Source: an optimization exercise on an open RTL-to-GDS flow (aim: small area and a short achievable clock period). Production flows keep margins and buffers that such runs may drop.
Where RTL was checked, it was by simulation tests only, not by an equivalence proof against the original.
No activity file was given, so power comes from the tool's default toggle rates.

==> flow/design.v (excerpt) <==
module fpu16_top(
    input         aclk,
    input  [15:0] a,
    input  [15:0] b,
    input         a_valid,
    input         b_valid,
    output [15:0] add_result,
    output        add_valid,
    output [15:0] sub_result,
    output        sub_valid,
    output [15:0] mul_result,
    output        mul_valid,
    output [7:0]  cmp_result,
    output        cmp_valid
    );
Size: roughly 2,400 cells after synthesis, roughly 19,000 sq um of cells after synthesis.
export LEC_CHECK = 0
export ABC_AREA = 1
export CAP_MARGIN = 20
export CORE_MARGIN = 2
export CORE_UTILIZATION = 40
export CTS_BUF_LIST = sky130_fd_sc_hd__clkbuf_4
export SETUP_SLACK_MARGIN = 5.0
export SLEW_MARGIN = 20
create_clock -name core_clock -period 8.0 [get_ports {aclk}]
standard.sh (not shown) runs the stock make flow with config.mk's settings and CLKGATE_MAP_FILE= SYNTH_SCRIPT=/design/flow/synth_recipe.tcl, a recipe that flattens the netlist after the stock synthesis.
==> flow/flow/run.sh <==
#!/bin/bash
# The standard layout, with buf_2 cells as the port buffers.
set -euo pipefail
bash standard.sh "BUFFER_PORTS_ARGS=-buffer_cell sky130_fd_sc_hd__buf_2" finish > standard.log 2>&1
The first run passed the timing, design-rule and antenna checks.
Edit:
==> flow/flow/run.sh (replaced) <==
#!/bin/bash
# The standard layout, with buf_2 cells as the port buffers and a tighter setup repair target.
set -euo pipefail
bash standard.sh SETUP_SLACK_MARGIN=5.25 "BUFFER_PORTS_ARGS=-buffer_cell sky130_fd_sc_hd__buf_2" finish > standard.log 2>&1
Effect:
- The new run went through all stages and came out clean
- clock skew rose by 0.0074 ns
- final area rose by a little under a tenth
- wire length rose by a few percent
- utilization rose by 3.8 points
- worst setup slack is worse by 0.034 ns
- maximum frequency fell slightly
- global-route usage barely changes
- power rose by a little under a tenth
- non-clock buffer count rose by 68
- critical path depth rose by 8
Edit:
==> flow/run.sh (new file) <==
#!/bin/bash
# synth_recipe.tcl (not shown) runs the flow's synth.tcl, then flattens the netlist and writes it again
# the make line also repeats each setting of config.mk as NAME=value (left out here)
make -C /OpenROAD-flow-scripts/flow DESIGN_CONFIG=/design/flow/config.mk WORK_HOME=/design/flow/orfs CLKGATE_MAP_FILE= SYNTH_SCRIPT=/design/flow/synth_recipe.tcl finish
removed: flow/flow/run.sh
removed: flow/standard.sh
Fmax grows by 0.30%; final area shrinks by 6.1%; worst setup slack is better by 0.0088 ns; global-route usage shrinks by 0.22 points; register-to-register slack stays flat; clock-buffer cell count grows by 9; utilization shrinks by 3.1 points.
No functional check of the RTL was part of any run of this note.

* * *

fpu16_top, a different RTL version from the one above (not shown whole).
Size: ~2,500 cells after synthesis, roughly 400 flip-flops, roughly 95 I/O pins, roughly 20,000 sq um of cells after synthesis.
==> flow/design.v (excerpt) <==
module fpu16_top(
    input         aclk,
    input  [15:0] a,
    input  [15:0] b,
    input         a_valid,
    input         b_valid,
    output [15:0] add_result,
    output        add_valid,
    output [15:0] sub_result,
    output        sub_valid,
    output [15:0] mul_result,
    output        mul_valid,
    output [7:0]  cmp_result,
    output        cmp_valid
    );
    reg v0, v1, v2, v3, v4, v5;
    always @(posedge aclk) begin
        v0 <= a_valid & b_valid;
        v1 <= v0; v2 <= v1; v3 <= v2; v4 <= v3; v5 <= v4;
    end
    reg [15:0] a0, b0;
    reg cmp_q;
    wire ge;
    fpu_cmp_core u_cmp(.a(a), .b(b), .ge(ge));
    always @(posedge aclk) begin
        a0 <= a;
        b0 <= b;
        cmp_q <= ge;
    end
    assign cmp_result = {7'b0, cmp_q};
    assign cmp_valid = v0;
    wire a_gt, a_eq;
    mag_cmp15 u_agt(.x(a0[14:0]), .y(b0[14:0]), .gt(a_gt), .eq(a_eq));
    wire h_a0 = |a0[14:10];
    wire h_b0 = |b0[14:10];
    wire [4:0] ea0 = {a0[14:11], a0[10] | ~h_a0};
    wire [4:0] eb0 = {b0[14:11], b0[10] | ~h_b0};
    wire [4:0] dab = ea0 - eb0;
    wire [4:0] dba = eb0 - ea0;
    wire [5:0] bn_a, bo_a, bt_a, bn_b, bo_b, bt_b;
    booth_enc11 u_bea(.y({h_a0, a0[9:0]}), .neg(bn_a), .one(bo_a), .two(bt_a));
    booth_enc11 u_beb(.y({h_b0, b0[9:0]}), .neg(bn_b), .one(bo_b), .two(bt_b));
    reg [14:0] l1, s1;
    reg ls1, es1, fs1, hl1, hs1;
    reg [5:0] bo1, bt1;
    reg [4:0] d1;
    always @(posedge aclk) begin
        l1  <= a_gt ? a0[14:0] : b0[14:0];
  ...
==> flow/config.mk <==
export PLATFORM = sky130hd
export DESIGN_NAME = fpu16_top
export DESIGN_NICKNAME = fpu16_top
export VERILOG_FILES = /design/flow/design.v
export SDC_FILE = /design/flow/constraint.sdc
export NUM_CORES = 4
export LEC_CHECK = 0
export ABC_AREA = 1
export CAP_MARGIN = 20
export CORE_MARGIN = 2
export CORE_UTILIZATION = 55
export SETUP_SLACK_MARGIN = 5.0
export SLEW_MARGIN = 20
==> flow/constraint.sdc <==
create_clock -name core_clock -period 8.0 [get_ports {aclk}]
set_input_delay 1.6000 -clock core_clock [delete_from_list [all_inputs] [get_ports {aclk}]]
set_output_delay 1.6000 -clock core_clock [all_outputs]
set_load 0.01 [all_outputs]
==> flow/flow/run.sh <==
#!/bin/bash
# The standard layout, with buf_2 cells as the port buffers and setup repair
# aimed at a 2.65 ns period (slack margin 5.35 ns at the 8 ns clock).
set -euo pipefail
bash standard.sh SETUP_SLACK_MARGIN=5.35 "BUFFER_PORTS_ARGS=-buffer_cell sky130_fd_sc_hd__buf_2" finish > standard.log 2>&1
The baseline finished clean.
Change:
==> flow/flow/run.sh (replaced) <==
#!/bin/bash
# The standard layout, with buf_2 cells as the port buffers and setup repair
# aimed at a 2.72 ns period (slack margin 5.28 ns at the 8 ns clock).
set -euo pipefail
bash standard.sh SETUP_SLACK_MARGIN=5.28 "BUFFER_PORTS_ARGS=-buffer_cell sky130_fd_sc_hd__buf_2" finish > standard.log 2>&1
Settings changed: CTS_CLUSTER_DIAMETER from default to 100, CTS_CLUSTER_SIZE from default to 30.
Result: The new run produced a clean layout; sequential cell count stays the same; clock skew climbs by 0.016 ns; non-clock buffer count drops by 2.
Change:
==> flow/flow/run.sh (replaced) <==
#!/bin/bash
# The standard layout, with buf_2 cells as the port buffers and setup repair
# aimed at a 2.65 ns period (slack margin 5.35 ns at the 8 ns clock).
set -euo pipefail
bash standard.sh SETUP_SLACK_MARGIN=5.24 "BUFFER_PORTS_ARGS=-buffer_cell sky130_fd_sc_hd__buf_2" finish > standard.log 2>&1
Settings changed: CTS_CLUSTER_DIAMETER 100 to default, CTS_CLUSTER_SIZE 30 to default.
Effect: Via count went up slightly; power went up by roughly a tenth; clock skew went down by 0.0085 ns; clock power went up by well over a third; fmax went down by a few percent; first-iteration DRC count went up by roughly a tenth.
Change:
==> flow/flow/run.sh (replaced) <==
#!/bin/bash
# The standard layout, with buf_2 cells as the port buffers and setup repair
# aimed at a 2.72 ns period (slack margin 5.28 ns at the 8 ns clock).
set -euo pipefail
bash standard.sh SETUP_SLACK_MARGIN=5.28 "BUFFER_PORTS_ARGS=-buffer_cell sky130_fd_sc_hd__buf_2" finish > standard.log 2>&1
Settings changed: CORE_UTILIZATION 55 to 60, CTS_CLUSTER_DIAMETER from default to 100, CTS_CLUSTER_SIZE from default to 30.
The new run produced a clean layout; non-clock buffer count climbs by 13; design area drops by 3.2%; setup slack improves by 0.027 ns; sequential share of layout area climbs by 1.2 points; count of clock-buffer cells in the layout drops by 41; via count drops by 1.6%; wire length drops by 4.1%.

## what the ideal ports hide
In the flow no input, the clock included, has a driving cell. The finished layouts below were timed again as built, in two steps. Step 1 sets driving cells, clkbuf_16 on the clock port and buf_2 on the other inputs (assumed; they add their load-dependent delay and slew). Step 2 times the ports against the registers' clock, not the clock port: input delays grow and output delays shrink by t, the midpoint of the rising clock arrivals with the driver on. Slacks: no drivers / after step 1 / after step 2; pairs: no drivers / after step 1.
run | t (ns) | slack for setup (ns) | slew at the worst register clock pin (ns)
the first run of note 1 | 0.859 | 5.117 / 5.064 / 4.743 | 0.08 / 0.08
the second run of note 1 | 0.867 | 5.083 / 5.054 / 4.812 | 0.07 / 0.07
the third run of note 1 | 0.871 | 5.092 / 5.049 / 4.372 | 0.08 / 0.08
the first run of note 2 | 0.615 | 5.320 / 5.320 / 4.965 | 0.06 / 0.06
the second run of note 2 | 0.601 | 5.343 / 5.322 / 5.013 | 0.11 / 0.11
the third run of note 2 | 0.607 | 5.288 / 5.288 / 4.999 | 0.06 / 0.06
the fourth run of note 2 | 0.574 | 5.315 / 5.315 / 4.992 | 0.11 / 0.11
After both steps every run listed still meets setup and hold. For the third run of note 1, which loses most, drivers alone change the setup slack by -0.043 ns; drivers and shift together by -0.720 ns.
